From an optimization exercise on the open Yosys and OpenROAD flow, aimed at small area and a short achievable clock period; shortcuts taken in it are not production practice.
At most, simulation tests tie the RTL to the original design; equivalence was not proved.
Function not checked in run 6: the RTL went through the layout flow alone.
Power figures rest on the tool's default switching activity, not on a simulated workload.

`flow/config.mk`:
```
export PLATFORM = sky130hd
export DESIGN_NAME = OnboardTop
export DESIGN_NICKNAME = OnboardTop
export VERILOG_FILES = /design/flow/design.v
export SDC_FILE = /design/flow/constraint.sdc
export NUM_CORES = 8
export LEC_CHECK = 0
export ABC_AREA = 1
export CAP_MARGIN = 20
export CORE_MARGIN = 2
export CORE_UTILIZATION = 50
export CTS_CLUSTER_DIAMETER = 80
export CTS_CLUSTER_SIZE = 30
export SETUP_SLACK_MARGIN = 3.8
export SLEW_MARGIN = 20
```
`flow/constraint.sdc`:
```
create_clock -name core_clock -period 7.0 [get_ports {JB_TCK}]
set_input_delay 1.4000 -clock core_clock [delete_from_list [all_inputs] [get_ports {JB_TCK}]]
set_output_delay 1.4000 -clock core_clock [all_outputs]
set_load 0.01 [all_outputs]
```
`flow/run.sh`:
```
#!/bin/bash
# synth_recipe.tcl (not shown) runs the flow's synth.tcl, then flattens the netlist and writes it again
# the make line also repeats each setting of config.mk as NAME=value (left out here)
make -C /OpenROAD-flow-scripts/flow DESIGN_CONFIG=/design/flow/config.mk WORK_HOME=/design/flow/orfs CLKGATE_MAP_FILE= SYNTH_SCRIPT=/design/flow/synth_recipe.tcl finish
```
`flow/design.v`:
```
`timescale 1ns / 1ps
`timescale 1ns / 1ps
module TMemory(
    input           clk,
    input           rst,
    input           rst_n,       
    input  [3:0]    we4,         
    input  [15:0]   hi,          
    input  [15:0]   lo,          
    input  [31:0]   lo_n,        
    input  [7:0]    write_data,
    input           par,
    output [7:0]    read_raw
    );
    localparam integer NWORDS = 256;
    localparam integer NINIT  = 109;
    localparam [NINIT*8-1:0] INIT = {
        256'h4C6FB3A128F532FAFDC0E5FD0017D40E5C54FB5CD49E2BF1A4931D3AC7AEA9EC,
        256'h0902C0251609522DD8BBA80AEF965CD4FE965C549B86C0F53A373886C025A66F,
        256'hD3285517F4F5325517A4E35CA4C36FB3F1CEC21704090200670220FDC0F5329A,
        104'hF0A12BA1C8F1A4B31186F0B102
    };
    wire [7:0] c_wr  = write_data ^ {8{par}};
    wire [7:0] c_one = rst ? {8{~par}} : c_wr;      
    wire [7:0] c_zer = rst ? {8{par}}  : c_wr;      
    reg  [NWORDS*8-1:0] MEM;
    wire [15:0]         whi;
    wire [NWORDS-1:0]   wen;         
    wire [NWORDS-1:0]   keep;        
    genvar k, j;
    generate
        for (k = 0; k < 16; k = k + 1) begin : g_whi
            assign whi[k] = hi[k] & we4[k / 4];
        end
        for (k = 0; k < NWORDS; k = k + 1) begin : g_word
            if (k < NINIT) begin : g_init
                assign wen[k]  = (whi[k / 16] & ~lo_n[(k / 128) * 16 + k % 16]) | rst;
                assign keep[k] = ~(whi[k / 16] & lo[k % 16]) & rst_n;
                for (j = 0; j < 8; j = j + 1) begin : g_bit
                    wire c = INIT[k*8+j] ? c_one[j] : c_zer[j];
                    always @(posedge clk)
                        MEM[k*8+j] <= ~((wen[k] | MEM[k*8+j]) & (keep[k] | c));
                end
            end else begin : g_plain
                assign wen[k]  = whi[k / 16] & ~lo_n[(k / 128) * 16 + k % 16];
                assign keep[k] = ~(whi[k / 16] & lo[k % 16]);
                for (j = 0; j < 8; j = j + 1) begin : g_bit
                    always @(posedge clk)
                        MEM[k*8+j] <= ~((wen[k] | MEM[k*8+j]) & (keep[k] | c_wr[j]));
                end
            end
        end
        for (j = 0; j < 8; j = j + 1) begin : g_rd
            wire [15:0] g;
            genvar i, w;
            for (i = 0; i < 16; i = i + 1) begin : g_grp
                wire [15:0] t;
                for (w = 0; w < 16; w = w + 1) begin : g_t
                    assign t[w] = lo_n[(i / 8) * 16 + w] | MEM[(16*i+w)*8+j];
                end
                assign g[i] = hi[i] & (&t);
            end
            assign read_raw[j] = |g;
        end
    endgenerate
endmodule
`timescale 1ns / 1ps
`timescale 1ns / 1ps
module Core_FSM(
    input      [3:0]    state,
    input      [3:0]    impact,
    output reg [3:0]    nextstate
    );
    always @(*) begin
        nextstate = state;
        case ({state, impact})
            8'h00: nextstate = 4'h2;
            8'h08: nextstate = 4'h6;
            8'h09: nextstate = 4'hA;
            8'h0F: nextstate = 4'hD;
            8'h1F: nextstate = 4'h0;
            8'h1B: nextstate = 4'h3;
            8'h1C: nextstate = 4'h8;
            8'h12: nextstate = 4'hB;
            8'h2B: nextstate = 4'h1;
            8'h2F: nextstate = 4'h5;
            8'h26: nextstate = 4'h7;
            8'h20: nextstate = 4'h9;
            8'h2C: nextstate = 4'hE;
            8'h3A: nextstate = 4'h4;
            8'h36: nextstate = 4'hF;
            8'h4F: nextstate = 4'h1;
            8'h41: nextstate = 4'h7;
            8'h45: nextstate = 4'hC;
            8'h5C: nextstate = 4'h0;
            8'h53: nextstate = 4'h2;
            8'h5F: nextstate = 4'h4;
            8'h52: nextstate = 4'h8;
            8'h61: nextstate = 4'h1;
            8'h62: nextstate = 4'h5;
            8'h63: nextstate = 4'h8;
            8'h69: nextstate = 4'hB;
            8'h6F: nextstate = 4'hE;
            8'h6E: nextstate = 4'hF;
            8'h70: nextstate = 4'h0;
            8'h7C: nextstate = 4'h2;
            8'h75: nextstate = 4'h5;
            8'h73: nextstate = 4'hA;
            8'h8A: nextstate = 4'h1;
            8'h8D: nextstate = 4'h3;
            8'h83: nextstate = 4'h7;
            8'h8B: nextstate = 4'hB;
            8'h82: nextstate = 4'hD;
            8'h90: nextstate = 4'h4;
            8'h91: nextstate = 4'h6;
            8'h9E: nextstate = 4'hC;
            8'h9A: nextstate = 4'hE;
            8'hA3: nextstate = 4'h2;
            8'hAF: nextstate = 4'h5;
            8'hAA: nextstate = 4'h8;
            8'hA1: nextstate = 4'hD;
            8'hBA: nextstate = 4'h1;
            8'hB5: nextstate = 4'h4;
            8'hBD: nextstate = 4'h8;
            8'hB9: nextstate = 4'hE;
            8'hCE: nextstate = 4'h3;
            8'hC9: nextstate = 4'h6;
            8'hCA: nextstate = 4'h9;
            8'hCF: nextstate = 4'hB;
            8'hC0: nextstate = 4'hE;
            8'hD2: nextstate = 4'h0;
            8'hD5: nextstate = 4'h2;
            8'hD9: nextstate = 4'h3;
            8'hDE: nextstate = 4'h5;
            8'hDF: nextstate = 4'hA;
            8'hEF: nextstate = 4'h1;
            8'hED: nextstate = 4'h4;
            8'hEC: nextstate = 4'h7;
            8'hFC: nextstate = 4'h3;
            8'hFA: nextstate = 4'h6;
            8'hF0: nextstate = 4'hA;
            8'hF4: nextstate = 4'hC;
            default: ;
        endcase
    end
endmodule
`timescale 1ns / 1ps
module OnboardTop(
    input   [15:0]  SW,
    output  [15:0]  LED,
    input           RST,
    input           JB_TCK,
    input           JB_TMS,
    input           JB_TDI,
    output          JB_TDO,
    output          JA_1,
    output          JA_2,
    output          JA_3,
    output          JA_4,
    output          JA_5,
    output          JC_1,
    output          JC_2,
    output          JC_3,
    output          JC_4
    );
    wire TCK = JB_TCK;
    wire TMS = JB_TMS;
    wire TDI = JB_TDI;
    localparam [3:0] S_TLR   = 4'd0,  S_RTI   = 4'd1,  S_SELDR = 4'd2,  S_CAPDR = 4'd3;
    localparam [3:0] S_SHDR  = 4'd4,  S_EX1DR = 4'd5,  S_PDR   = 4'd6,  S_EX2DR = 4'd7;
    localparam [3:0] S_UPDR  = 4'd8,  S_SELIR = 4'd9,  S_CAPIR = 4'd10, S_SHIR  = 4'd11;
    localparam [3:0] S_EX1IR = 4'd12, S_PIR   = 4'd13, S_EX2IR = 4'd14, S_UPIR  = 4'd15;
    localparam [3:0] CMD_BYPASS   = 4'b1111;
    localparam [3:0] CMD_SAMPLE   = 4'b0001;
    localparam [3:0] CMD_EXTEST   = 4'b0010;
    localparam [3:0] CMD_INTEST   = 4'b0011;
    localparam [3:0] CMD_IDCODE   = 4'b0100;
    localparam [3:0] CMD_RUNBIST  = 4'b0101;
    localparam [3:0] CMD_DATALOAD = 4'b0110;
    localparam [3:0] CMD_ADDRLOAD = 4'b0111;
    localparam [31:0] IDCODE = 32'hDEAD104D;
    localparam [2:0] B_IDLE = 3'd0, B_INIT = 3'd1, B_ASK = 3'd2, B_GET = 3'd3;
    localparam [2:0] B_IMP  = 3'd4, B_VER  = 3'd5, B_WAIT = 3'd6;
    reg  [3:0]  ts;          
    reg         clk_DR;      
    reg         clk_IR;      
    reg  [3:0]  sir;         
    reg         i_bypass;    
    reg         i_idcode;    
    reg         i_bsr;       
    reg         it;          
    reg         i_addr;      
    reg         i_dload;     
    reg         i_bist;      
    reg         bypass;
    reg  [8:0]  sbsr;        
    reg  [4:0]  mbsr;        
    reg  [15:0] sr;          
    reg  [15:0] maddr;       
    reg         mrst;        
    reg         ben;         
    reg         tdo_q;
    reg  [4:0]  ja_q;        
    reg         sw_sel;      
    reg  [2:0]  bs;          
    reg  [7:0]  q;           
    reg  [7:0]  rdq;         
    reg         par;         
    reg  [15:0] q_hi;        
    reg  [31:0] q_lo_n;      
    reg  [3:0]  we4;         
    reg         mrst_n;      
    reg         lastw;       
    reg         done;
    reg  [3:0]  ref_data;
    reg  [3:0]  imp_data;
    reg  [4:0]  impact;
    reg         sig_f;       
    reg         sig_nl;      
    reg  [3:0]  sig_res;     
    reg  [3:0]  cstate;      
    reg         cclk_q;
    reg [3:0] ts_n;
    always @(*) begin
        ts_n = ts;
        if (RST) begin
            ts_n = S_TLR;
        end else begin
            case (ts)
            S_TLR:   if (!TMS) ts_n = S_RTI;
            S_RTI:   if (TMS)  ts_n = S_SELDR;
            S_SELDR: ts_n = TMS ? S_SELIR : S_CAPDR;
            S_CAPDR: ts_n = TMS ? S_EX1DR : S_SHDR;
            S_SHDR:  if (TMS)  ts_n = S_EX1DR;
            S_EX1DR: ts_n = TMS ? S_UPDR : S_PDR;
            S_PDR:   if (TMS)  ts_n = S_EX2DR;
            S_EX2DR: ts_n = TMS ? S_UPDR : S_SHDR;
            S_UPDR:  ts_n = TMS ? S_SELDR : S_RTI;
            S_SELIR: ts_n = TMS ? S_TLR : S_CAPIR;
            S_CAPIR: ts_n = TMS ? S_EX1IR : S_SHIR;
            S_SHIR:  if (TMS)  ts_n = S_EX1IR;
            S_EX1IR: ts_n = TMS ? S_UPIR : S_PIR;
            S_PIR:   if (TMS)  ts_n = S_EX2IR;
            S_EX2IR: ts_n = TMS ? S_UPIR : S_SHIR;
            S_UPIR:  ts_n = TMS ? S_SELDR : S_RTI;
            endcase
        end
    end
    wire shDR = (ts == S_SHDR);
    wire shIR = (ts == S_SHIR);
    wire updDR = (ts == S_UPDR);
    wire clk_DR_n = (ts_n == S_CAPDR) ? 1'b1 :
                    (ts_n == S_EX1DR || ts_n == S_TLR) ? 1'b0 : clk_DR;
    wire clk_IR_n = (ts_n == S_CAPIR) ? 1'b1 :
                    (ts_n == S_EX1IR || ts_n == S_TLR) ? 1'b0 : clk_IR;
    wire [3:0] sir_n = RST ? CMD_IDCODE :
                       (clk_IR && shIR) ? {TDI, sir[3:1]} : sir;
    wire [3:0] ir_src = (ts_n == S_UPIR) ? sir : CMD_IDCODE;
    wire upd_ir = RST || (ts_n == S_UPIR);
    wire i_bypass_n = upd_ir ? (ir_src == CMD_BYPASS) : i_bypass;
    wire i_idcode_n = upd_ir ? (ir_src == CMD_IDCODE) : i_idcode;
    wire i_bsr_n    = upd_ir ? (ir_src == CMD_SAMPLE || ir_src == CMD_EXTEST || ir_src == CMD_INTEST) : i_bsr;
    wire it_n       = upd_ir ? (ir_src == CMD_INTEST) : it;
    wire i_addr_n   = upd_ir ? (ir_src == CMD_ADDRLOAD) : i_addr;
    wire i_dload_n  = upd_ir ? (ir_src == CMD_DATALOAD) : i_dload;
    wire rb_n       = upd_ir ? (ir_src == CMD_RUNBIST) : i_bist;
    wire i_sr     = i_addr | i_dload | i_bist;
    wire byp_n = (clk_DR && i_bypass) ? (shDR & TDI) : bypass;
    wire [8:0] sbsr_n = RST ? 9'd0 :
                        !(clk_DR && i_bsr) ? sbsr :
                        shDR ? {TDI, sbsr[8:1]} : {SW[15:11], cstate};
    wire [4:0] mbsr_n = RST ? 5'd0 :
                        (ts_n == S_UPDR) ? sbsr[8:4] : mbsr;
    wire [13:0] signature = {sig_f, sig_nl, imp_data & {4{sig_f}}, ref_data & {4{sig_f}}, sig_res};
    wire [15:0] sr_cap = i_addr ? maddr : i_bist ? {2'b00, signature} : 16'd0;
    wire [5:0]  id_inc = sr[5] ? sr[5:0] : sr[5:0] + 6'd1;
    wire [15:0] sr_n = !(clk_DR && (i_sr || i_idcode)) ? sr :
                       i_idcode ? {sr[15:6], shDR ? id_inc : 6'd0} :
                       shDR ? {TDI & ~i_bist, sr[15:1]} : sr_cap;
    wire id_bit_n = sr_n[5] | IDCODE[sr_n[4:0]];
    wire [7:0] start_addr = maddr[15:8];
    wire [7:0] end_addr   = maddr[7:0];
    wire tdo_dr_n = i_bypass ? byp_n :
                    i_idcode ? id_bit_n :
                    i_bsr    ? sbsr_n[0] :
                    i_sr     ? sr_n[0] : 1'b0;
    wire tdo_n = ((ts_n == S_SHIR) & sir_n[0]) | ((ts_n == S_SHDR) & tdo_dr_n);
    wire [7:0] rd_raw;
    wire [7:0] rdv = rdq ^ {8{~par}};    
    wire [3:0] cnext;
    reg [2:0] bs_n;
    always @(*) begin
        bs_n = bs;
        if (RST) begin
            bs_n = B_IDLE;
        end else begin
            case (bs)
            B_IDLE: if (ben) bs_n = B_INIT;
            B_INIT: bs_n = ben ? B_ASK : B_IDLE;
            B_ASK:  bs_n = !ben ? B_IDLE : done ? B_WAIT : B_GET;
            B_GET:  bs_n = ben ? B_IMP : B_IDLE;
            B_IMP:  bs_n = ben ? B_VER : B_IDLE;
            B_VER:  bs_n = !ben ? B_IDLE : fail_now ? B_WAIT : B_ASK;
            B_WAIT: if (!ben) bs_n = B_IDLE;
            default: bs_n = B_IDLE;
            endcase
        end
    end
    wire       past_end = (q > end_addr);
    wire       at_end   = (q == end_addr);
    wire       fail_now = (cstate != ref_data);
    reg [4:0] impact_n;
    always @(*) begin
        impact_n = impact;
        case (bs_n)
        B_IDLE: impact_n = 5'd0;
        B_GET:  impact_n = {1'b0, rdv[7:4]};
        B_IMP:  impact_n[4] = 1'b1;
        B_VER:  impact_n[4] = 1'b0;
        default: ;
        endcase
    end
    wire [7:0] q_n = (bs_n == B_INIT) ? start_addr :
                     (bs_n == B_GET)  ? q + 8'd1 :
                     (ts_n == S_UPDR && i_dload) ? sr[15:8] : q;
    always @(posedge TCK) begin
        bs     <= bs_n;
        impact <= impact_n;
        rdq    <= rd_raw;
        par    <= ~par;
        q    <= q_n;
        q_hi <= 16'd1 << q_n[7:4];
        we4  <= ((ts_n == S_UPDR) && i_dload) ? (4'd1 << q_n[7:6]) : 4'd0;
        q_lo_n <= ~(32'd1 << {q_n[7], q_n[3:0]});
        case (bs_n)
        B_ASK:  done <= past_end;
        B_GET: begin
            lastw    <= at_end;
            imp_data <= rdv[7:4];
            ref_data <= rdv[3:0];
        end
        default: ;
        endcase
        if (RST || bs_n == B_INIT) begin
            sig_f   <= 1'b0;
            sig_nl  <= 1'b0;
            sig_res <= 4'd0;
        end else begin
            if (bs_n == B_ASK && past_end)
                sig_nl <= 1'b0;
            else if (bs_n == B_VER)
                sig_nl <= !lastw;
            if (bs == B_VER) begin
                sig_f <= fail_now;
                if (fail_now)
                    sig_res <= cstate;
            end
        end
    end
    wire [4:0] to_core = i_bist ? impact : it ? mbsr : SW[15:11];
    wire       cstep = to_core[4] & ~cclk_q;
    Core_FSM cfsm1(
        .state(cstate),
        .impact(to_core[3:0]),
        .nextstate(cnext)
    );
    always @(posedge TCK) begin
        cclk_q <= to_core[4];
        if (RST)
            cstate <= 4'd0;
        else if (cstep)
            cstate <= cnext;
    end
    always @(posedge TCK) begin
        ts     <= ts_n;
        clk_DR <= clk_DR_n;
        clk_IR <= clk_IR_n;
        sir    <= sir_n;
        i_bypass <= i_bypass_n;
        i_idcode <= i_idcode_n;
        i_bsr    <= i_bsr_n;
        it       <= it_n;
        i_addr   <= i_addr_n;
        i_dload  <= i_dload_n;
        i_bist   <= rb_n;
        bypass <= byp_n;
        sbsr   <= sbsr_n;
        mbsr   <= mbsr_n;
        sr     <= sr_n;
        mrst   <= (ts_n == S_TLR);
        mrst_n <= (ts_n != S_TLR);
        ben    <= rb_n && (ts_n == S_RTI);
        tdo_q  <= tdo_n;
        ja_q   <= rb_n ? impact_n : it_n ? mbsr_n : 5'd0;
        sw_sel <= !rb_n && !it_n;
        if (mrst)
            maddr <= {8'h00, 8'h6C};
        else if (updDR && i_addr)
            maddr <= sr;
    end
    TMemory tmem1(
        .clk(TCK),
        .rst(mrst),
        .rst_n(mrst_n),
        .we4(we4),
        .hi(q_hi),
        .lo(16'd1 << q[3:0]),
        .lo_n(q_lo_n),
        .write_data(sr[7:0]),
        .par(par),
        .read_raw(rd_raw)
    );
    wire [4:0] ja = ja_q | (SW[15:11] & {5{sw_sel}});
    assign JB_TDO = tdo_q;
    assign LED[15:12] = cstate;
    assign LED[11:5]  = 7'b0000000;
    assign LED[4:0]   = impact;
    assign JA_1 = ja[4];
    assign JA_2 = ja[3];
    assign JA_3 = ja[2];
    assign JA_4 = ja[1];
    assign JA_5 = ja[0];
    assign JC_1 = cstate[3];
    assign JC_2 = cstate[2];
    assign JC_3 = cstate[1];
    assign JC_4 = cstate[0];
endmodule
```
==> flow_metrics.py, run 1 <==
metrics = {
    "timing": {
        "finalSetupViolCount": 0,
        "max_slew_margin_pct": 19.99,
        "setup_ws_ns": 3.653,
        "finalHoldViolCount": 0,
        "clock.fmax_mhz": 298.8,
        "clock_skew_ns": 0.03604,
        "min_period_ns": 3.347,
        "fin_crit_sh_pct": 47.81,
        "finalSetupTns_ns": 0,
        "finalMaxSlewViolations": 0,
        "grt_setup_unrepaired": "yes",
        "tightest_slew_ns": 1.200,
    },
    "die": {
        "start_util_pct": 50.44,
        "core_area_um2": 154400,
        "die_w_um": 398.7,
        "row_count": 144,
        "pin_count": 46,
        "design.die.area_um2": 159000,
        "fp.dieH_um": 398.7,
    },
    "global_routing": {
        "first_global_vias": 64160,
        "grt_overflow": 0,
        "grt_max_degree": 150,
        "grtUsageTotal_pct": 33.75,
        "antenna_found_initial": 3,
        "grt_pass1_wl_mm": 411.9,
    },
    "synth": {
        "yosysUniqueCellTypes": 55,
        "syn_inst": 8511,
        "yosys.area.top_type": "dfxtp_1",
        "synth_top_area_share_pct": 56.41,
        "avgSynthCellArea_um2": 9.152,
        "synthesis.area_um2": 77890,
        "ys_ff_latch": 2220,
        "yosys-top-cells-area": "dfxtp_1 56%, o22ai_1 20%, nor2_1 5.6%, clkbuf_1 2.5%, nand2_1 2.2%",
        "yosysSeqAreaShare_pct": 57.38,
        "yosysWarnings": 3,
    },
    "clock_tree": {
        "cts_htree_levels": 3,
        "clock_sinks": 2220,
        "cts_buffers": 104,
        "root_buffer": "clkbuf_16",
        "clock_latency_ns": 0.79,
        "clk_pin_slew_ns": 0.12,
        "clock_path_buffers": 3,
        "cts_tree": "done",
        "ctsHoldBuffers": 0,
    },
    "layout": {
        "layout-drive-gt1-share_pct": 6.087,
        "final_common_cell": "o22ai_1",
        "syn_to_final_growth_pct": 7.227,
        "layout.nets": 8190,
        "layout_common_cells": "2542 x o22ai_1, 2156 x dfxtp_1, 1166 x nor2_1",
    },
    "placed_design": {
        "portBuffers": 27,
        "hpwl_mm": 169.9,
        "place_congestion": 0.9194,
        "post-place-ws_ns": 2.418,
    },
    "worst_setup_path": {
        "r2r_start": "q_lo_n[30]",
        "endpoint_kind": "flip-flop",
        "worstPathRequired_ns": 7.70,
        "crit_type": "reg2reg",
        "setup.worst_path.start": "q_lo_n[30]",
        "crit_arrival_ns": 4.05,
        "critPathMaxFanout": 27,
        "crit_path_start_kind": "flip-flop",
        "r2r_end": "rdq[3]",
        "reg2reg_depth": 7,
        "r2r_setup_slack_ns": 3.65,
    },
    "routing": {
        "dr_total_vias": 69780,
        "drc": 0,
        "drtIter0Drc": 8047,
        "routed_wl_mm": 279.5,
        "drtPass1Iterations": 8,
        "vias_per_cell": 6.787,
        "postRouteAntennaNets": 0,
        "drt-wirelength-per-cell_um": 27.18,
    },
    "pwr": {
        "p_sw_mw": 10.49,
        "pwr-share-seq_pct": 52.4,
        "power-per-cell-area_nw_per_um2": 360.2,
        "max-vdd-ir-drop_mv": 0.3136,
        "p_clk_share_pct": 25.8,
        "power.internal_mw": 19.59,
        "leakage_nw": 30.74,
        "share_comb_of_total_power_pct": 21.7,
        "sw_frac_of_total_pct": 34.88,
    },
    "worst_hold_path": {
        "worstHoldPathCells": 1,
        "hold_path_end": "tmem1.MEM[286]",
        "hold_class": "reg2reg",
        "min_from": "tmem1.MEM[286]",
    },
    "flow_run": {
        "drv_cap": 0,
    },
    "outcome": {
        "outcome": "finished clean",
    },
}
## worst max-delay path: stages, from the launching register on
cell     delay [ns]
dfxtp_2        0.76
buf_4          0.46
o22ai_1        0.21
nor4_1         0.77
nand4_1        0.38
nand4_1        0.22
nor2_1         0.18
nand2_1        0.23
## layout make-up
| cell class | instances | area (µm²) |
|---|---|---|
| multi-input combinational | 5503 | 30440 |
| sequential | 2220 | 44800 |
| clock buffer | 114 | 2724 |
| clock inverter | 68 | 942.2 |
| tap | 2044 | 2557 |
| timing repair buffer | 149 | 1368 |
| fill | 14150 | 70890 |
| inverter | 177 | 678.2 |
| antenna | 6 | 15.01 |
## synth_stat cells, drive strengths merged
library cell,count
o22ai,2543
dfxtp,2195
nor2,1185
clkbuf,511
nand2,471
nor4,264
o21ai,217
nand4,172
inv,169
a21oi,166
nand3,151
buf,108
nor3,107
o221ai,63
or2,42
edfxtp,25
o211ai,18
ha,15
o21a,15
xnor2,15
o22a,11
xor2,10
clkinv,8
o2111ai,6
o21bai,5
nand3b,4
a211oi,2
a22oi,2
a31oi,2
a32o,2
or4,2
and2,1
conb,1
nor4b,1
o31ai,1
o32ai,1
## sequential cells by signal, indices dropped and copies added (netlist names), 8 cells and up
register / flops
sr: 16
rdq: 8
q_hi: 16
sbsr: 9
q: 8
q_lo_n: 32
tmem1.MEM: 2048
maddr: 16
## timing repair
action / in CTS / in global routing
endpoints found under the setup margin: 394 / 134
gates cloned: 2 / 0
resized for setup: 76 / 31
hold endpoints to repair: 0 / 0
buffers inserted: 13 / 5
pin swaps: 11 / 7
## cells by family (layout without fill, tap and decap cells)
family	count (synthesis)	after routing	synth area share (%)
adders and majority gates	15	15	0.2410
AOI/OAI and AO/OA	3054	3056	24.37
buffers and inverters	796	508	4.003
other	1	13	0.004814
DFF	2220	2220	57.38
xor gates and xnor gates	25	25	0.2811
and+or+nand+nor	2400	2400	13.72
## stage by stage
stage | instance area, µm² | hold slack, ns | instances | utilization, % | total power [mW]
floorplan | 77910 | 0.4253 | 8517 | - | 19.50
global placement | 79470 | 0.4333 | 10070 | 51.47 | 22.13
detailed placement | 79470 | 0.4404 | 10070 | 51.47 | 22.28
CTS | 83350 | 0.4537 | 10270 | 53.98 | 29.87
global route | 83510 | 0.4678 | 10280 | 54.08 | 31.01
finish | 83520 | 0.4532 | 10280 | 54.09 | 30.08
## power groups by stage
| stage | registers, mW | logic (mW) | clock network (mW) |
|---|---|---|---|
| 5_1_grt | 16.0 | 6.79 | 8.28 |
| 3_3_place_gp | 16.0 | 6.17 | 0 |
| 3_5_place_dp | 16.0 | 6.27 | 0 |
| 4_1_cts | 15.7 | 6.34 | 7.83 |
| 6_report | 15.8 | 6.54 | 7.77 |
| 2_1_floorplan | 15.4 | 4.06 | 0 |
## how the worst max path moves through the flow
stage	slack (ns)	endpoint
after floorplan	3.82	q_lo_n[17]
after CTS	3.71	JA_3
after global placement	2.42	q_lo_n[17]
final	3.65	rdq[3]
after global routing	3.76	q_lo_n[12]
after detailed placement	2.42	q_lo_n[26]
## per-layer routing
layer	up-vias	GRT usage (%)	share of wire [%]
met5	-	0	0
met1	34340	46.45	42
met3	573	5.159	8.2
met4	0	14.68	4.6
met2	3314	52.63	45
li1	31550	-	-
==> run 2, diff against run 1 <==
--- a/flow/config.mk
+++ b/flow/config.mk
@@ -9,7 +9,7 @@
 export CAP_MARGIN = 20
 export CORE_MARGIN = 2
-export CORE_UTILIZATION = 50
+export CORE_UTILIZATION = 80
 export CTS_CLUSTER_DIAMETER = 80
 export CTS_CLUSTER_SIZE = 30
-export SETUP_SLACK_MARGIN = 3.8
+export SETUP_SLACK_MARGIN = 4.0
 export SLEW_MARGIN = 20
==> flow_metrics.py, run 2 <==
metrics = {
    "timing": {
        "finalHoldViolCount": 0,
        "clock.fmax_mhz": 311.4,
        "min_period_ns": 3.211,
        "fin_crit_sh_pct": 45.87,
        "finalSetupViolCount": 0,
        "fin_hold_ws_ns": 0.4560,
        "grt_setup_unrepaired": "yes",
        "setup_ws_ns": 3.789,
        "tightest_slew_ns": 1.157,
        "clock_skew_ns": 0.03577,
        "finalMaxSlewViolations": 0,
        "max_slew_margin_pct": 22.89,
        "finalSetupTns_ns": 0,
    },
    "global_routing": {
        "grtUsageTotal_pct": 49.95,
        "grt_pass1_wl_mm": 390.3,
        "antenna_found_initial": 9,
        "first_global_vias": 68170,
        "grt_overflow": 0,
        "grt_max_degree": 78,
    },
    "worst_setup_path": {
        "critPathMaxFanout": 45,
        "worst_path_max_delay_cell": "dfxtp_2",
        "critPathMaxStageDelay_ns": 0.85,
        "endpoint_kind": "flip-flop",
        "worstPathRequired_ns": 7.63,
        "worstPathCellList": "buf_6, nor2_1, nor4_1, nand4_1, nand4_1, nor2_1, nand2_1",
        "crit_arrival_ns": 3.84,
        "crit_path_start_kind": "flip-flop",
        "crit_type": "reg2reg",
    },
    "clock_tree": {
        "clock_latency_ns": 0.73,
        "cts_tree": "done",
        "clk_pin_slew_ns": 0.11,
        "cts_buffers": 84,
        "cts_htree_levels": 3,
        "root_buffer": "clkbuf_16",
        "clock_path_buffers": 3,
        "clock_sinks": 2220,
    },
    "die": {
        "fp.dieH_um": 316.0,
        "pin_count": 46,
        "core_area_um2": 96570,
        "die_w_um": 316.0,
        "design.die.area_um2": 99880,
        "start_util_pct": 80.66,
        "row_count": 114,
    },
    "outcome": {
        "outcome": "finished clean",
    },
    "layout": {
        "layout-drive-gt1-share_pct": 5.573,
        "layoutNonFillerInstCount": 9456,
        "top_register": "tmem1.MEM",
        "layout_common_cells": "2542 x o22ai_1, 2153 x dfxtp_1, 1164 x nor2_1",
        "multi_input_area_um2": 30620,
        "regArea_um2": 44800,
        "final_common_cell": "o22ai_1",
        "syn_to_final_growth_pct": 4.773,
        "largestRegisters": "tmem1.MEM (2048), q_lo_n (32)",
        "nFillCells": 5641,
        "largest_reg_flops": 2048,
        "layout.nets": 8190,
    },
    "placed_design": {
        "place_congestion": 0.9890,
        "portBuffers": 27,
        "post-place-ws_ns": 2.504,
        "hpwl_mm": 157.2,
        "dp_cells": 9292,
    },
    "synth": {
        "synthesis.area_um2": 77890,
        "synth_edf_count": 25,
        "yosysUniqueCellTypes": 55,
        "avgSynthCellArea_um2": 9.152,
        "syn_inst": 8511,
        "ys_ff_latch": 2220,
        "yosys-top-cells-area": "dfxtp_1 56%, o22ai_1 20%, nor2_1 5.6%, clkbuf_1 2.5%, nand2_1 2.2%",
        "yosysWarnings": 3,
        "yosys_most_used_dff": "dfxtp_1",
        "synth.most_common_cell": "o22ai_1",
        "ys_top_cells_by_count": "2542 x o22ai_1, 2195 x dfxtp_1, 1172 x nor2_1, 511 x clkbuf_1, 464 x nand2_1",
        "yosysSeqAreaShare_pct": 57.38,
        "synth_top_area_share_pct": 56.41,
        "ys_async_sr_fraction_pct": 0,
        "yosys.area.top_type": "dfxtp_1",
    },
    "routing": {
        "drc": 0,
        "dr_total_vias": 74690,
        "vias_per_cell": 7.898,
        "drt-wirelength-per-cell_um": 27.84,
        "drtPass1Iterations": 14,
        "drtIter0Drc": 13210,
        "postRouteAntennaNets": 0,
        "routed_wl_mm": 263.3,
    },
    "flow_run": {
        "drv_cap": 0,
    },
    "pwr": {
        "power-per-cell-area_nw_per_um2": 348.7,
        "power_mw": 28.45,
        "leakage_nw": 30.31,
        "max-vdd-ir-drop_mv": 0.2957,
    },
    "worst_hold_path": {
        "hold_class": "reg2reg",
    },
}
run 2: cell count changes in the layout (fill, tap and decap cells not counted), sizes merged, moves of 10 or more:
cell and delta:
clkbuf -23, buf +16, clkinv -20, inv -39, dlygate4sd2 +12, clkdlybuf4s50 -13
diode +10
run 2: critical path: cells and delay by family, from the launching register on:
family	cells	cell delay [ns]
buffers and inverters	1	0.45
AND/OR/NAND/NOR	6	1.72
flip-flops	1	0.85
run 2: cell type report:
cell class | instances | share of cell area (%)
antenna | 16 | 0.04906
timing repair buffer | 165 | 1.964
multi-input combinational | 5507 | 37.53
sequential | 2220 | 54.89
clock inverter | 4 | 0.06286
clock buffer | 91 | 2.686
tap | 1276 | 1.956
inverter | 177 | 0.8647
run 2: metal layers:
layer / up-vias / wire length (µm) / GRT usage [%]
met5: - / 341 / 1.563
met4: 17 / 24300 / 38.42
met3: 1781 / 38000 / 14.51
met2: 6650 / 111600 / 73.49
met1: 34790 / 89060 / 62.03
li1: 31450 / - / -
run 2: cells by family after synthesis:
logic type | count (synthesis) | share of synthesized area [%]
simple gates | 2400 | 13.72
other cells | 1 | 0.004814
buf+inv | 796 | 4.003
xor+xnor | 25 | 0.2811
flops | 2220 | 57.38
fa+ha+maj | 15 | 0.2410
compound gates | 3054 | 24.37
run 2: worst paths after layout:
kind	start	end	slack [ns]	cells after the start
setup / recovery	q_lo_n[1]	rdq[1]	3.79	7
hold / removal	tmem1.MEM[421]	tmem1.MEM[421]	0.46	1
setup reg to reg	q_lo_n[1]	rdq[1]	3.79	7
hold reg to reg	tmem1.MEM[421]	tmem1.MEM[421]	0.46	1
run 2: power by group:
part / internal [mW] / switching (mW)
Clock: 2.27 / 3.77
Combinational: 1.96 / 4.62
Sequential: 14.5 / 1.34
Total: 18.7 / 9.74
run 2: per-stage QoR:
step	instance area [µm²]	utilization, %
5_1_grt	81570	84.47
2_1_floorplan	77970	-
6_report	81610	84.51
3_5_place_dp	78320	81.11
4_1_cts	81020	83.90
3_3_place_gp	78320	81.11
run 2: timing repair:
action,CTS,global route
cloned,3,3
setup endpoints to repair,1231,640
buffers inserted,35,11
resized for setup,114,98
pin swaps,10,17
hold buffers,0,0
==> run 3, diff against run 2 <==
--- a/flow/config.mk
+++ b/flow/config.mk
@@ -9,5 +9,5 @@
 export CAP_MARGIN = 20
 export CORE_MARGIN = 2
-export CORE_UTILIZATION = 80
+export CORE_UTILIZATION = 60
 export CTS_CLUSTER_DIAMETER = 80
 export CTS_CLUSTER_SIZE = 30
==> flow_metrics.py, run 3 <==
metrics = {
    "outcome": {
        "outcome": "finished clean",
    },
    "timing": {
        "grt_setup_unrepaired": "yes",
        "max_slew_margin_pct": 20.31,
        "clock_skew_ns": 0.03406,
        "finalMaxSlewViolations": 0,
        "finalHoldViolCount": 0,
        "finalSetupViolCount": 0,
        "min_period_ns": 3.184,
        "finalSetupTns_ns": 0,
        "tightest_slew_ns": 1.194,
        "setup_ws_ns": 3.816,
        "clock.fmax_mhz": 314.0,
        "fin_crit_sh_pct": 45.49,
    },
    "routing": {
        "drt-wirelength-per-cell_um": 27.44,
        "vias_per_cell": 7.084,
        "postRouteAntennaNets": 0,
        "dr_total_vias": 70570,
        "drtPass1Iterations": 6,
        "drtIter0Drc": 9233,
        "drc": 0,
        "routed_wl_mm": 273.4,
    },
    "synth": {
        "yosys_most_used_dff": "dfxtp_1",
        "synth_top_family_by_area": "compound AO/OA/AOI/OAI gates",
        "yosys.area.top_type": "dfxtp_1",
        "yosysUniqueCellTypes": 55,
        "synth.most_common_cell": "o22ai_1",
        "ys_async_sr_fraction_pct": 0,
        "muxShareOfSynthArea_pct": 0,
        "yosys.area_share.simple_pct": 13.72,
        "avgSynthCellArea_um2": 9.152,
        "ys_ff_latch": 2220,
        "yosysWarnings": 3,
        "synthesis.area_um2": 77890,
        "syn_inst": 8511,
        "synth_xor_area_share_pct": 0.2811,
        "synthAdderAreaFrac_pct": 0.2410,
        "synth_edf_count": 25,
        "yosysSeqAreaShare_pct": 57.38,
        "synth_top_area_share_pct": 56.41,
        "ys_top_cells_by_count": "2542 x o22ai_1, 2195 x dfxtp_1, 1172 x nor2_1, 511 x clkbuf_1, 464 x nand2_1",
        "yosys-top-cells-area": "dfxtp_1 56%, o22ai_1 20%, nor2_1 5.6%, clkbuf_1 2.5%, nand2_1 2.2%",
        "synth_compound_area_share_pct": 24.37,
    },
    "worst_setup_path": {
        "crit_path_start_kind": "input port",
        "critPathMaxFanout": 2,
        "worstPathCellList": "buf_8, inv_4, o21bai_4, buf_6",
        "crit_arrival_ns": 1.78,
        "setup.worst_path.start": "SW[14]",
        "critical-path-top-delay-family": "buffers and inverters",
        "worstPathRequired_ns": 5.60,
        "r2r_start": "q_lo_n[11]",
        "critPathMaxStageDelay_ns": 0.14,
        "reg2reg_depth": 7,
        "r2r_end": "rdq[2]",
        "worst_path_max_delay_cell": "o21bai_4",
        "crit_type": "in2out",
        "endpoint_kind": "primary output",
        "path_buf_inv": 3,
        "r2r_setup_slack_ns": 3.88,
    },
    "clock_tree": {
        "cts_tree": "done",
        "clock_latency_ns": 0.77,
        "cts_htree_levels": 3,
        "clk_pin_slew_ns": 0.10,
        "cts_buffers": 91,
        "root_buffer": "clkbuf_16",
        "clock_path_buffers": 3,
        "clock_sinks": 2220,
    },
    "flow_run": {
        "drv_cap": 0,
    },
    "global_routing": {
        "grtUsageTotal_pct": 39.49,
        "grt_overflow": 0,
        "grt_max_degree": 150,
        "antenna_found_initial": 3,
        "grt_pass1_wl_mm": 402.7,
        "first_global_vias": 64280,
    },
    "placed_design": {
        "post-place-ws_ns": 2.454,
        "portBuffers": 27,
        "place_congestion": 0.9324,
        "hpwl_mm": 165.4,
    },
    "die": {
        "core_area_um2": 129200,
        "row_count": 132,
        "design.die.area_um2": 132700,
        "start_util_pct": 60.31,
        "die_w_um": 364.3,
        "fp.dieH_um": 364.3,
        "pin_count": 46,
    },
    "pwr": {
        "power_mw": 29.12,
        "leakage_nw": 30.65,
        "power-per-cell-area_nw_per_um2": 351.3,
        "max-vdd-ir-drop_mv": 0.3396,
    },
    "worst_hold_path": {
        "worstHoldPathCells": 1,
        "min_from": "tmem1.MEM[1695]",
        "hold_class": "reg2reg",
        "hold_path_end": "tmem1.MEM[1695]",
    },
    "layout": {
        "nFillCells": 11040,
        "final_common_cell": "o22ai_1",
        "layout_common_cells": "2542 x o22ai_1, 2154 x dfxtp_1, 1164 x nor2_1",
        "largestRegisters": "tmem1.MEM (2048), q_lo_n (32)",
        "layout-drive-gt1-share_pct": 6.245,
        "largest_reg_flops": 2048,
        "layout.nets": 8208,
        "top_register": "tmem1.MEM",
        "syn_to_final_growth_pct": 6.421,
    },
}
==> run 3: area by class of cell <==
class	instances	area [µm²]	share of cell area (%)
Antenna cell	6	15.01	0.01811
Clock buffer	106	2427	2.928
Sequential cell	2220	44810	54.05
Timing Repair Buffer	177	1743	2.103
Inverter	177	700.7	0.8453
Multi-Input combinational cell	5506	30670	36.99
Clock inverter	28	354.1	0.4272
Tap cell	1742	2180	2.629
==> run 3: metal layers <==
metal,up-vias,global-route usage [%],part of all wire [%]
li1,31540,-,-
met4,2,22.60,6.6
met5,-,0,0.0048
met1,34370,52.37,40
met3,818,8.348,9.7
met2,3842,59.93,44
==> run 3: how the worst max path moves through the flow <==
stage,to,slack (ns),depth (start not counted)
6_report,JA_2,3.82,4
5_1_grt,JA_2,3.80,4
4_1_cts,JA_2,3.86,4
3_5_place_dp,q_lo_n[14],2.45,10
3_3_place_gp,q_lo_n[14],2.51,10
2_1_floorplan,q_lo_n[19],3.94,12
==> run 3: power by group <==
group / internal, mW / switching, mW / leakage, nW
sequential: 14.5 / 1.29 / 18.7
combinational: 1.98 / 4.65 / 10.6
clock: 2.65 / 4.07 / 1.36
total: 19.1 / 10.0 / 30.6
==> run 3: repair_timing <==
item / CTS / global route
setup endpoints to repair: 724 / 226
hold endpoints to repair: 0 / 0
hold buffers: 0 / 0
gates cloned: 5 / 1
resized for setup: 149 / 69
buffers inserted: 39 / 10
pin swaps: 8 / 9
==> run 3: per-stage QoR <==
step / utilization [%] / hold WS [ns] / cell area, µm² / instances
floorplan: - / 0.4253 / 77970 / 8517
global placement: 61.21 / 0.4333 / 79060 / 9767
CTS: 63.87 / 0.4544 / 82490 / 9945
global route: 64.17 / 0.4632 / 82880 / 9956
detailed placement: 61.21 / 0.4403 / 79060 / 9767
finish: 64.18 / 0.4521 / 82890 / 9962
==> run 3: logic make-up (layout without fill, tap and decap cells) <==
| group | count (synthesis) | count (layout) |
|---|---|---|
| compound gates | 3054 | 3057 |
| simple gates | 2400 | 2401 |
| flops | 2220 | 2220 |
| buf+inv | 796 | 488 |
| xor+xnor | 25 | 26 |
| fa+ha+maj | 15 | 15 |
| other cells | 1 | 13 |
==> run 4, diff against run 3 <==
--- a/flow/config.mk
+++ b/flow/config.mk
@@ -9,5 +9,5 @@
 export CAP_MARGIN = 20
 export CORE_MARGIN = 2
-export CORE_UTILIZATION = 60
+export CORE_UTILIZATION = 70
 export CTS_CLUSTER_DIAMETER = 80
 export CTS_CLUSTER_SIZE = 30
==> flow_metrics.py, run 4 <==
metrics = {
    "layout": {
        "syn_to_final_growth_pct": 4.858,
        "nFillCells": 8476,
        "top_register": "tmem1.MEM",
        "largest_reg_flops": 2048,
        "multi_input_area_um2": 30600,
        "largestRegisters": "tmem1.MEM (2048), q_lo_n (32)",
        "final_common_cell": "o22ai_1",
        "layout.nets": 8170,
        "layout-drive-gt1-share_pct": 5.366,
        "regArea_um2": 44800,
        "layout_common_cells": "2542 x o22ai_1, 2152 x dfxtp_1, 1165 x nor2_1",
    },
    "die": {
        "core_area_um2": 110500,
        "pin_count": 46,
        "fp.dieH_um": 337.6,
        "row_count": 122,
        "design.die.area_um2": 114000,
        "die_w_um": 337.6,
        "start_util_pct": 70.48,
    },
    "timing": {
        "fin_crit_sh_pct": 45.38,
        "clock.fmax_mhz": 314.8,
        "finalHoldViolCount": 0,
        "finalMaxSlewViolations": 0,
        "min_period_ns": 3.177,
        "clock_skew_ns": 0.03645,
        "setup_ws_ns": 3.823,
        "tightest_slew_ns": 1.146,
        "finalSetupViolCount": 0,
        "finalSetupTns_ns": 0,
        "max_slew_margin_pct": 23.58,
        "grt_setup_unrepaired": "yes",
    },
    "pwr": {
        "max-vdd-ir-drop_mv": 0.2630,
        "power-per-cell-area_nw_per_um2": 347.7,
        "leakage_nw": 30.22,
    },
    "synth": {
        "yosysSeqAreaShare_pct": 57.38,
        "muxShareOfSynthArea_pct": 0,
        "ys_async_sr_fraction_pct": 0,
        "yosysUniqueCellTypes": 55,
        "ys_top_cells_by_count": "2542 x o22ai_1, 2195 x dfxtp_1, 1172 x nor2_1, 511 x clkbuf_1, 464 x nand2_1",
        "synthesis.area_um2": 77890,
        "synth_xor_area_share_pct": 0.2811,
        "yosys-top-cells-area": "dfxtp_1 56%, o22ai_1 20%, nor2_1 5.6%, clkbuf_1 2.5%, nand2_1 2.2%",
        "synth_top_family_by_area": "compound AO/OA/AOI/OAI gates",
        "yosysWarnings": 3,
        "yosys.area_share.simple_pct": 13.72,
        "yosys.area.top_type": "dfxtp_1",
        "synth_compound_area_share_pct": 24.37,
        "synth.most_common_cell": "o22ai_1",
        "syn_inst": 8511,
        "synth_edf_count": 25,
        "synth_top_area_share_pct": 56.41,
        "synthAdderAreaFrac_pct": 0.2410,
        "yosys_most_used_dff": "dfxtp_1",
        "avgSynthCellArea_um2": 9.152,
        "ys_ff_latch": 2220,
    },
    "worst_setup_path": {
        "crit_type": "reg2reg",
        "path_buf_inv": 1,
        "crit_path_start_kind": "flip-flop",
        "endpoint_kind": "flip-flop",
        "worstPathRequired_ns": 7.66,
        "worst_path_max_delay_cell": "dfxtp_4",
        "critical-path-top-delay-family": "simple AND/OR/NAND/NOR gates",
        "r2r_setup_slack_ns": 3.82,
        "worstPathCellList": "buf_4, o22ai_1, nor4_1, nand3_1, nand4_1, nor2_1, nand3b_1",
        "critPathMaxStageDelay_ns": 0.71,
        "crit_arrival_ns": 3.83,
        "critPathMaxFanout": 37,
    },
    "clock_tree": {
        "clock_path_buffers": 3,
        "cts_tree": "done",
        "root_buffer": "clkbuf_16",
        "clk_pin_slew_ns": 0.11,
        "clock_latency_ns": 0.73,
        "clock_sinks": 2220,
        "cts_buffers": 84,
        "cts_htree_levels": 3,
        "ctsHoldBuffers": 0,
    },
    "routing": {
        "drtIter0Drc": 10620,
        "dr_total_vias": 72010,
        "drc": 0,
        "vias_per_cell": 7.469,
        "drtPass1Iterations": 6,
        "drt-wirelength-per-cell_um": 27.41,
        "postRouteAntennaNets": 0,
        "routed_wl_mm": 264.3,
    },
    "global_routing": {
        "grt_max_degree": 150,
        "grt_pass1_wl_mm": 389.7,
        "first_global_vias": 65440,
        "grt_overflow": 0,
        "grtUsageTotal_pct": 44.16,
        "antenna_found_initial": 7,
    },
    "placed_design": {
        "post-place-ws_ns": 2.575,
        "place_congestion": 0.9508,
        "hpwl_mm": 159.2,
        "portBuffers": 27,
    },
    "flow_run": {
        "drv_cap": 0,
    },
    "outcome": {
        "outcome": "finished clean",
    },
    "worst_hold_path": {
        "hold_class": "reg2reg",
    },
}
run 4: cell counts after synthesis:
No cell type changed its count.
run 4: routing by layer:
| layer | part of all wire (%) | vias up | GRT usage [%] |
|---|---|---|---|
| met5 | 0.025 | - | 0 |
| met4 | 7.3 | 10 | 29.46 |
| met3 | 12 | 1088 | 10.04 |
| met2 | 43 | 5263 | 65.30 |
| met1 | 37 | 34270 | 58.01 |
| li1 | - | 31380 | - |
run 4: cell families after synthesis:
| family | count (synthesis) |
|---|---|
| buf+inv | 796 |
| compound gates | 3054 |
| fa+ha+maj | 15 |
| simple gates | 2400 |
| other cells | 1 |
| flops | 2220 |
| xor+xnor | 25 |
run 4: what timing repair did:
action | in CTS | in global routing
endpoints found under the setup margin | 870 | 603
hold endpoints to repair | 0 | 0
gates cloned | 4 | 3
setup buffers | 14 | 8
gates resized for setup | 135 | 70
pin swaps | 9 | 3
run 4: worst paths after layout:
check	end	start	depth (start not counted)
hold reg to reg	tmem1.MEM[1437]	tmem1.MEM[1437]	1
setup / recovery	rdq[4]	q_lo_n[14]	7
hold / removal	tmem1.MEM[1437]	tmem1.MEM[1437]	1
setup reg to reg	rdq[4]	q_lo_n[14]	7
run 4: layout make-up:
cell class | instances | area share (%)
multi-input cells | 5505 | 37.46
flip-flops and latches | 2220 | 54.85
repair inverters | 1 | 0.01072
repair buffers | 146 | 1.763
clock inverters | 6 | 0.09804
clock buffers | 89 | 2.623
diodes | 10 | 0.03064
inverters | 177 | 0.8778
well taps | 1488 | 2.280
run 4: report_power, final:
group,internal (mW),leakage (nW),switching [mW],total (mW)
clock network,2.26,1.09,3.80,6.06
registers,14.5,18.7,1.36,15.8
logic,1.95,10.5,4.54,6.49
total,18.7,30.2,9.70,28.4
run 4: worst reg2reg max path, delay by kind of cell (launching register included):
| kind | cells | cell delay (ns) |
|---|---|---|
| AND/OR/NAND/NOR | 5 | 1.54 |
| AO/OA/AOI/OAI | 1 | 0.23 |
| flip-flops | 1 | 0.71 |
| buffers and inverters | 1 | 0.64 |
run 4: per-stage QoR:
stage	utilization (%)	area, µm²	cells	total power, mW	hold WS [ns]
2_1_floorplan	-	77970	8517	19.51	0.4253
5_1_grt	73.88	81650	9632	29.07	0.4696
3_3_place_gp	71.17	78660	9508	21.75	0.4331
6_report	73.90	81670	9642	28.39	0.4546
4_1_cts	73.53	81260	9621	27.86	0.4557
3_5_place_dp	71.17	78660	9508	21.98	0.4403
==> run 5, diff against run 4 <==
--- a/flow/config.mk
+++ b/flow/config.mk
@@ -12,4 +12,4 @@
 export CTS_CLUSTER_DIAMETER = 80
 export CTS_CLUSTER_SIZE = 30
-export SETUP_SLACK_MARGIN = 4.0
+export SETUP_SLACK_MARGIN = 4.2
 export SLEW_MARGIN = 20
==> flow_metrics.py, run 5 <==
metrics = {
    "clock_tree": {
        "clock_sinks": 2220,
        "clock_latency_ns": 0.75,
        "root_buffer": "clkbuf_16",
        "clock_path_buffers": 3,
        "clk_pin_slew_ns": 0.11,
        "cts_htree_levels": 3,
        "cts_buffers": 86,
        "cts_tree": "done",
    },
    "synth": {
        "avgSynthCellArea_um2": 9.152,
        "ys_ff_latch": 2220,
        "yosysWarnings": 3,
        "yosys_most_used_dff": "dfxtp_1",
        "yosys-top-cells-area": "dfxtp_1 56%, o22ai_1 20%, nor2_1 5.6%, clkbuf_1 2.5%, nand2_1 2.2%",
        "syn_inst": 8511,
        "ys_async_sr_fraction_pct": 0,
        "synth_edf_count": 25,
        "yosysUniqueCellTypes": 55,
        "ys_top_cells_by_count": "2542 x o22ai_1, 2195 x dfxtp_1, 1172 x nor2_1, 511 x clkbuf_1, 464 x nand2_1",
        "synth_top_area_share_pct": 56.41,
        "yosysSeqAreaShare_pct": 57.38,
        "synthesis.area_um2": 77890,
        "yosys.area.top_type": "dfxtp_1",
        "synth.most_common_cell": "o22ai_1",
    },
    "global_routing": {
        "grtUsageTotal_pct": 44.39,
        "gr-usage-met3_pct": 11.49,
        "grt_busiest_layer": "met2",
        "grt_overflow": 0,
        "first_global_vias": 66170,
        "antenna_found_initial": 8,
        "grt_max_degree": 150,
        "grt_use_met2_pct": 65.31,
        "grt_pass1_wl_mm": 392.3,
        "grtUsageMet1_pct": 58.39,
    },
    "worst_setup_path": {
        "endpoint_kind": "primary output",
        "crit_arrival_ns": 1.75,
        "worstPathRequired_ns": 5.60,
        "crit_path_start_kind": "input port",
        "critPathMaxFanout": 2,
        "crit_type": "in2out",
    },
    "outcome": {
        "outcome": "finished clean",
    },
    "die": {
        "row_count": 122,
        "start_util_pct": 70.48,
        "design.die.area_um2": 114000,
        "core_area_um2": 110500,
        "die_w_um": 337.6,
        "pin_count": 46,
        "fp.dieH_um": 337.6,
    },
    "layout": {
        "layout_common_cells": "2542 x o22ai_1, 2151 x dfxtp_1, 1160 x nor2_1",
        "layout-drive-gt1-share_pct": 6.617,
        "layout.nets": 8211,
        "largest_reg_flops": 2048,
        "top_register": "tmem1.MEM",
        "largestRegisters": "tmem1.MEM (2048), q_lo_n (32)",
        "final_util_pct": 74.88,
        "syn_to_final_growth_pct": 6.242,
        "nFillCells": 8151,
        "final_common_cell": "o22ai_1",
    },
    "timing": {
        "min_period_ns": 3.146,
        "max_slew_margin_pct": 21.85,
        "clock.fmax_mhz": 317.8,
        "finalMaxSlewViolations": 0,
        "finalSetupTns_ns": 0,
        "tightest_slew_ns": 1.172,
        "finalSetupViolCount": 0,
        "finalHoldViolCount": 0,
        "fin_crit_sh_pct": 44.95,
        "clock_skew_ns": 0.04840,
        "grt_setup_unrepaired": "yes",
    },
    "routing": {
        "vias_per_cell": 7.473,
        "drt-wirelength-per-cell_um": 27.64,
        "drc": 0,
        "drtIter0Drc": 11810,
        "postRouteAntennaNets": 0,
        "routed_wl_mm": 267.8,
        "drtPass1Iterations": 8,
        "dr_total_vias": 72390,
    },
    "worst_hold_path": {
        "hold_class": "reg2reg",
    },
    "placed_design": {
        "hpwl_mm": 158.3,
        "portBuffers": 27,
        "place_congestion": 0.9491,
    },
    "pwr": {
        "leakage_nw": 30.50,
        "power-per-cell-area_nw_per_um2": 347.8,
        "max-vdd-ir-drop_mv": 0.2948,
    },
    "flow_run": {
        "drv_cap": 0,
    },
}
-- run 5: cell counts after synthesis --
No cell type changed its count.
-- run 5: worst paths after layout --
kind	start	end	slack, ns	cells after the start
setup / recovery	SW[12]	JA_4	3.85	4
hold reg to reg	tmem1.MEM[1717]	tmem1.MEM[1717]	0.45	1
hold / removal	tmem1.MEM[1717]	tmem1.MEM[1717]	0.45	1
setup reg to reg	q_lo_n[7]	rdq[1]	3.93	9
-- run 5: layer usage --
layer | wire length (µm) | part of all wire (%)
met5 | 46 | 0.017
met4 | 19260 | 7.2
met3 | 35180 | 13
met2 | 114200 | 43
met1 | 99060 | 37
-- run 5: kinds of logic (layout without fill, tap and decap cells) --
group,count (synthesis),count (layout),share of synthesized area (%)
flip-flops,2220,2220,57.38
other,1,15,0.004814
AND/OR/NAND/NOR,2400,2403,13.72
adder cells (fa/ha/maj),15,15,0.2410
XOR/XNOR,25,25,0.2811
AO/OA/AOI/OAI,3054,3058,24.37
buffers and inverters,796,463,4.003
-- run 5: final cells by class --
| type | instances | area (µm²) | area share (%) |
|---|---|---|---|
| Inverter | 177 | 784.5 | 0.9480 |
| Clock buffer | 90 | 2213 | 2.675 |
| Timing Repair inverter | 1 | 8.758 | 0.01058 |
| Multi-Input combinational cell | 5508 | 30880 | 37.32 |
| Tap cell | 1488 | 1862 | 2.250 |
| Clock inverter | 13 | 155.1 | 0.1875 |
| Antenna cell | 8 | 20.02 | 0.02419 |
| Timing Repair Buffer | 182 | 2024 | 2.446 |
| Sequential cell | 2220 | 44810 | 54.14 |
-- run 5: critical path, cell delays in order --
cell and delay, ns:
buf_12 0.09, inv_12 0.03, o21bai_4 0.11, buf_6 0.12
-- run 5: timing repair --
action	in CTS	in global routing
cloned	4	6
pin swaps	14	12
setup buffers	28	25
endpoints found under the setup margin	1293	1106
hold buffers	0	0
resized for setup	187	131
-- run 5: report_power, final --
part | switching, mW | internal [mW]
registers | 1.29 | 14.5
logic | 4.77 | 2.02
clock network | 3.90 | 2.33
total | 9.96 | 18.8
-- run 5: through the flow --
stage               std cells  instance area (µm²)  total power, mW  hold WS, ns  setup WS, ns
floorplan                8517                78090            19.52       0.4253         3.945
global placement         9511                78810            21.79       0.4333         2.622
detailed placement       9512                78830            22.03       0.4403         2.562
CTS                      9647                81900            28.05       0.4549         3.845
global route             9679                82730            29.47       0.4690         3.842
finish                   9687                82750            28.78       0.4537         3.854
==> run 6, diff against run 5 <==
--- a/flow/design.v
+++ b/flow/design.v
@@ -8,5 +8,5 @@
     input  [15:0]   hi,          
     input  [15:0]   lo,          
-    input  [31:0]   lo_n,        
+    input  [15:0]   lo_n,        
     input  [7:0]    write_data,
     input           par,
@@ -35,5 +35,5 @@
         for (k = 0; k < NWORDS; k = k + 1) begin : g_word
             if (k < NINIT) begin : g_init
-                assign wen[k]  = (whi[k / 16] & ~lo_n[(k / 128) * 16 + k % 16]) | rst;
+                assign wen[k]  = (whi[k / 16] & ~lo_n[k % 16]) | rst;
                 assign keep[k] = ~(whi[k / 16] & lo[k % 16]) & rst_n;
                 for (j = 0; j < 8; j = j + 1) begin : g_bit
@@ -43,5 +43,5 @@
                 end
             end else begin : g_plain
-                assign wen[k]  = whi[k / 16] & ~lo_n[(k / 128) * 16 + k % 16];
+                assign wen[k]  = whi[k / 16] & ~lo_n[k % 16];
                 assign keep[k] = ~(whi[k / 16] & lo[k % 16]);
                 for (j = 0; j < 8; j = j + 1) begin : g_bit
@@ -57,5 +57,5 @@
                 wire [15:0] t;
                 for (w = 0; w < 16; w = w + 1) begin : g_t
-                    assign t[w] = lo_n[(i / 8) * 16 + w] | MEM[(16*i+w)*8+j];
+                    assign t[w] = lo_n[w] | MEM[(16*i+w)*8+j];
                 end
                 assign g[i] = hi[i] & (&t);
@@ -207,6 +207,5 @@
     reg  [7:0]  rdq;         
     reg         par;         
-    reg  [15:0] q_hi;        
-    reg  [31:0] q_lo_n;      
+    reg  [15:0] q_lo_n;      
     reg  [3:0]  we4;         
     reg         mrst_n;      
@@ -330,7 +329,6 @@
         par    <= ~par;
         q    <= q_n;
-        q_hi <= 16'd1 << q_n[7:4];
         we4  <= ((ts_n == S_UPDR) && i_dload) ? (4'd1 << q_n[7:6]) : 4'd0;
-        q_lo_n <= ~(32'd1 << {q_n[7], q_n[3:0]});
+        q_lo_n <= ~(16'd1 << q_n[3:0]);
         case (bs_n)
         B_ASK:  done <= past_end;
@@ -404,5 +402,5 @@
         .rst_n(mrst_n),
         .we4(we4),
-        .hi(q_hi),
+        .hi(16'd1 << q[7:4]),
         .lo(16'd1 << q[3:0]),
         .lo_n(q_lo_n),
--- a/flow/config.mk
+++ b/flow/config.mk
@@ -12,4 +12,4 @@
 export CTS_CLUSTER_DIAMETER = 80
 export CTS_CLUSTER_SIZE = 30
-export SETUP_SLACK_MARGIN = 4.2
+export SETUP_SLACK_MARGIN = 4.0
 export SLEW_MARGIN = 20
==> flow_metrics.py, run 6 <==
metrics = {
    "timing": {
        "tightest_slew_ns": 1.143,
        "min_period_ns": 3.214,
        "grt_setup_unrepaired": "yes",
        "clock.fmax_mhz": 311.1,
        "max_slew_margin_pct": 23.83,
        "finalSetupViolCount": 0,
        "setup_ws_ns": 3.786,
        "clock_skew_ns": 0.06505,
        "finalMaxSlewViolations": 0,
        "finalHoldViolCount": 0,
        "finalSetupTns_ns": 0,
        "fin_crit_sh_pct": 45.91,
    },
    "die": {
        "fp.dieH_um": 337.7,
        "pin_count": 46,
        "design.die.area_um2": 114000,
        "die_w_um": 337.7,
        "core_area_um2": 110500,
        "start_util_pct": 70.53,
        "row_count": 122,
    },
    "layout": {
        "largest_reg_flops": 2048,
        "layoutNonFillerInstCount": 9541,
        "final_common_cell": "o22ai_1",
        "nFillCells": 8074,
        "layout.nets": 8057,
        "final_util_pct": 75.09,
        "syn_to_final_growth_pct": 6.468,
        "layout_common_cells": "2628 x o22ai_1, 2130 x dfxtp_1, 771 x nor2_1",
        "layout-drive-gt1-share_pct": 9.475,
        "top_register": "tmem1.MEM",
    },
    "synth": {
        "yosysSeqAreaShare_pct": 56.54,
        "ys_async_sr_fraction_pct": 0,
        "synthesis.area_um2": 77940,
        "yosysWarnings": 3,
        "syn_inst": 8345,
        "yosysUniqueCellTypes": 57,
        "synth.most_common_cell": "o22ai_1",
        "yosys.area.top_type": "dfxtp_1",
        "ys_top_cells_by_count": "2628 x o22ai_1, 2161 x dfxtp_1, 817 x nor2_1, 470 x nand2_1, 431 x clkbuf_1",
        "avgSynthCellArea_um2": 9.340,
        "yosys_most_used_dff": "dfxtp_1",
        "ys_ff_latch": 2188,
        "synth_top_area_share_pct": 55.50,
        "synth_edf_count": 27,
        "yosys-top-cells-area": "dfxtp_1 56%, o22ai_1 21%, nor2_1 3.9%, nand2_1 2.3%, clkbuf_1 2.1%",
    },
    "clock_tree": {
        "cts_htree_levels": 3,
        "clk_pin_slew_ns": 0.12,
        "root_buffer": "clkbuf_16",
        "cts_buffers": 85,
        "clock_latency_ns": 0.77,
        "clock_path_buffers": 3,
        "clock_sinks": 2188,
        "cts_tree": "done",
    },
    "worst_setup_path": {
        "endpoint_kind": "flip-flop",
        "worstPathRequired_ns": 7.65,
        "critPathMaxFanout": 54,
        "crit_arrival_ns": 3.86,
        "crit_path_start_kind": "flip-flop",
        "crit_type": "reg2reg",
    },
    "global_routing": {
        "grt_pass1_wl_mm": 411.1,
        "grt_busiest_layer": "met2",
        "grt_max_degree": 150,
        "first_global_vias": 67160,
        "antenna_found_initial": 13,
        "grtUsageTotal_pct": 46.98,
        "grt_use_met2_pct": 68.22,
        "grt_overflow": 0,
        "grtUsageMet1_pct": 61.54,
        "gr-usage-met3_pct": 13.73,
    },
    "routing": {
        "drt-wirelength-per-cell_um": 29.59,
        "dr_total_vias": 73420,
        "routed_wl_mm": 282.3,
        "vias_per_cell": 7.696,
        "drc": 0,
        "drtIter0Drc": 11860,
        "drtPass1Iterations": 8,
        "postRouteAntennaNets": 0,
    },
    "pwr": {
        "power-per-cell-area_nw_per_um2": 347.1,
        "leakage_nw": 30.87,
        "max-vdd-ir-drop_mv": 0.3843,
        "power_mw": 28.80,
    },
    "outcome": {
        "outcome": "finished clean",
    },
    "placed_design": {
        "place_congestion": 0.9384,
        "dp_cells": 9354,
        "portBuffers": 27,
        "hpwl_mm": 158.7,
        "post-place-ws_ns": 2.826,
    },
    "worst_hold_path": {
        "hold_class": "reg2reg",
    },
    "flow_run": {
        "drv_cap": 0,
    },
}
## run 6: power breakdown
part	leakage [nW]	switching [mW]	internal (mW)
logic	11.3	4.86	1.95
clock network	1.17	3.88	2.33
registers	18.4	1.36	14.4
## run 6: area by class of cell
cell class	instances	area (µm²)	share of cell area (%)
Clock buffer	95	2228	2.685
Clock inverter	12	158.9	0.1915
Tap cell	1488	1862	2.244
Timing Repair inverter	3	18.77	0.02262
Timing Repair Buffer	171	2141	2.580
Inverter	240	964.7	1.162
Multi-Input combinational cell	5333	31420	37.86
Antenna cell	11	27.53	0.03317
Sequential cell	2188	44170	53.22
## run 6: critical path, cell delays in order, from the launching register on
cell and delay (ns):
dfxtp_4 0.70, buf_16 0.42, o22a_1 0.24, o221ai_1 0.13, nor3_1 0.55, nand4_1 0.27, nand4_1 0.27, nor2_2 0.15
nand4_1 0.29
## run 6: kinds of logic (layout without fill, tap and decap cells)
family	after synthesis	count (layout)	synth area share (%)
other cells	1	18	0.004811
fa+ha+maj	15	15	0.2408
compound gates	3184	3184	25.90
xor+xnor	25	25	0.2809
buf+inv	830	521	4.244
simple gates	2102	2102	12.78
flops	2188	2188	56.54
## run 6: per-layer routing
layer / routed length, µm / up-vias / share of wire (%)
met1: 102700 / 34870 / 36
met3: 40550 / 1326 / 14
met2: 118000 / 6100 / 42
li1: - / 31110 / -
met5: 124 / - / 0.044
met4: 20900 / 16 / 7.4
## run 6: final timing paths
check	from	end	slack, ns	cells past startpoint
max	q_lo_n[14]	rdq[3]	3.79	8
min	tmem1.MEM[1627]	tmem1.MEM[1627]	0.44	1
max reg2reg	q_lo_n[14]	rdq[3]	3.79	8
min reg2reg	tmem1.MEM[1627]	tmem1.MEM[1627]	0.44	1
## run 6: through the flow
step                      instance area (µm²)  hold WS, ns
after detailed placement                78840       0.4328
after global placement                  78840       0.4273
final                                   82980       0.4425
after global routing                    82960       0.4584
after CTS                               82100       0.4474
after floorplan                         77980       0.4158
## run 6: repair_timing
item,4_1_cts,5_1_grt
endpoints found under the setup margin,1501,1438
gates resized for setup,184,102
buffers inserted,17,41
pin swaps,6,11
cloned,9,2
hold buffers,0,0

[afterwards: timing with drivers on the ports]
The flow's constraints put no driver on any port. The routed layouts listed below were extracted and timed again, unchanged, in two steps. Step 1 assumes that a clkbuf_16 drives the clock port and a buf_2 every other input. Step 2 also shifts input and output timing later by t, the mid clock arrival at the registers, as if the neighbouring blocks saw the same clock. a / b / c = no drivers / after step 1 / after step 2; a / b = the first two.
| run | t (ns) | setup slack, ns | worst hold slack (ns) |
|---|---|---|---|
| run 1 | 0.847 | 3.653 / 3.653 / 3.084 | 0.453 / 0.453 / 0.453 |
| run 2 | 0.794 | 3.789 / 3.771 / 3.213 | 0.456 / 0.456 / 0.456 |
| run 3 | 0.829 | 3.816 / 3.765 / 3.025 | 0.452 / 0.452 / 0.452 |
| run 4 | 0.792 | 3.823 / 3.794 / 3.322 | 0.455 / 0.455 / 0.455 |
| run 5 | 0.814 | 3.854 / 3.777 / 3.493 | 0.454 / 0.454 / 0.454 |
| run 6 | 0.811 | 3.786 / 3.786 / 3.563 | 0.442 / 0.442 / 0.442 |
After both steps every run listed still meets setup and hold. For run 3, which loses most, drivers alone change the setup slack by -0.051 ns; drivers and shift together by -0.791 ns.
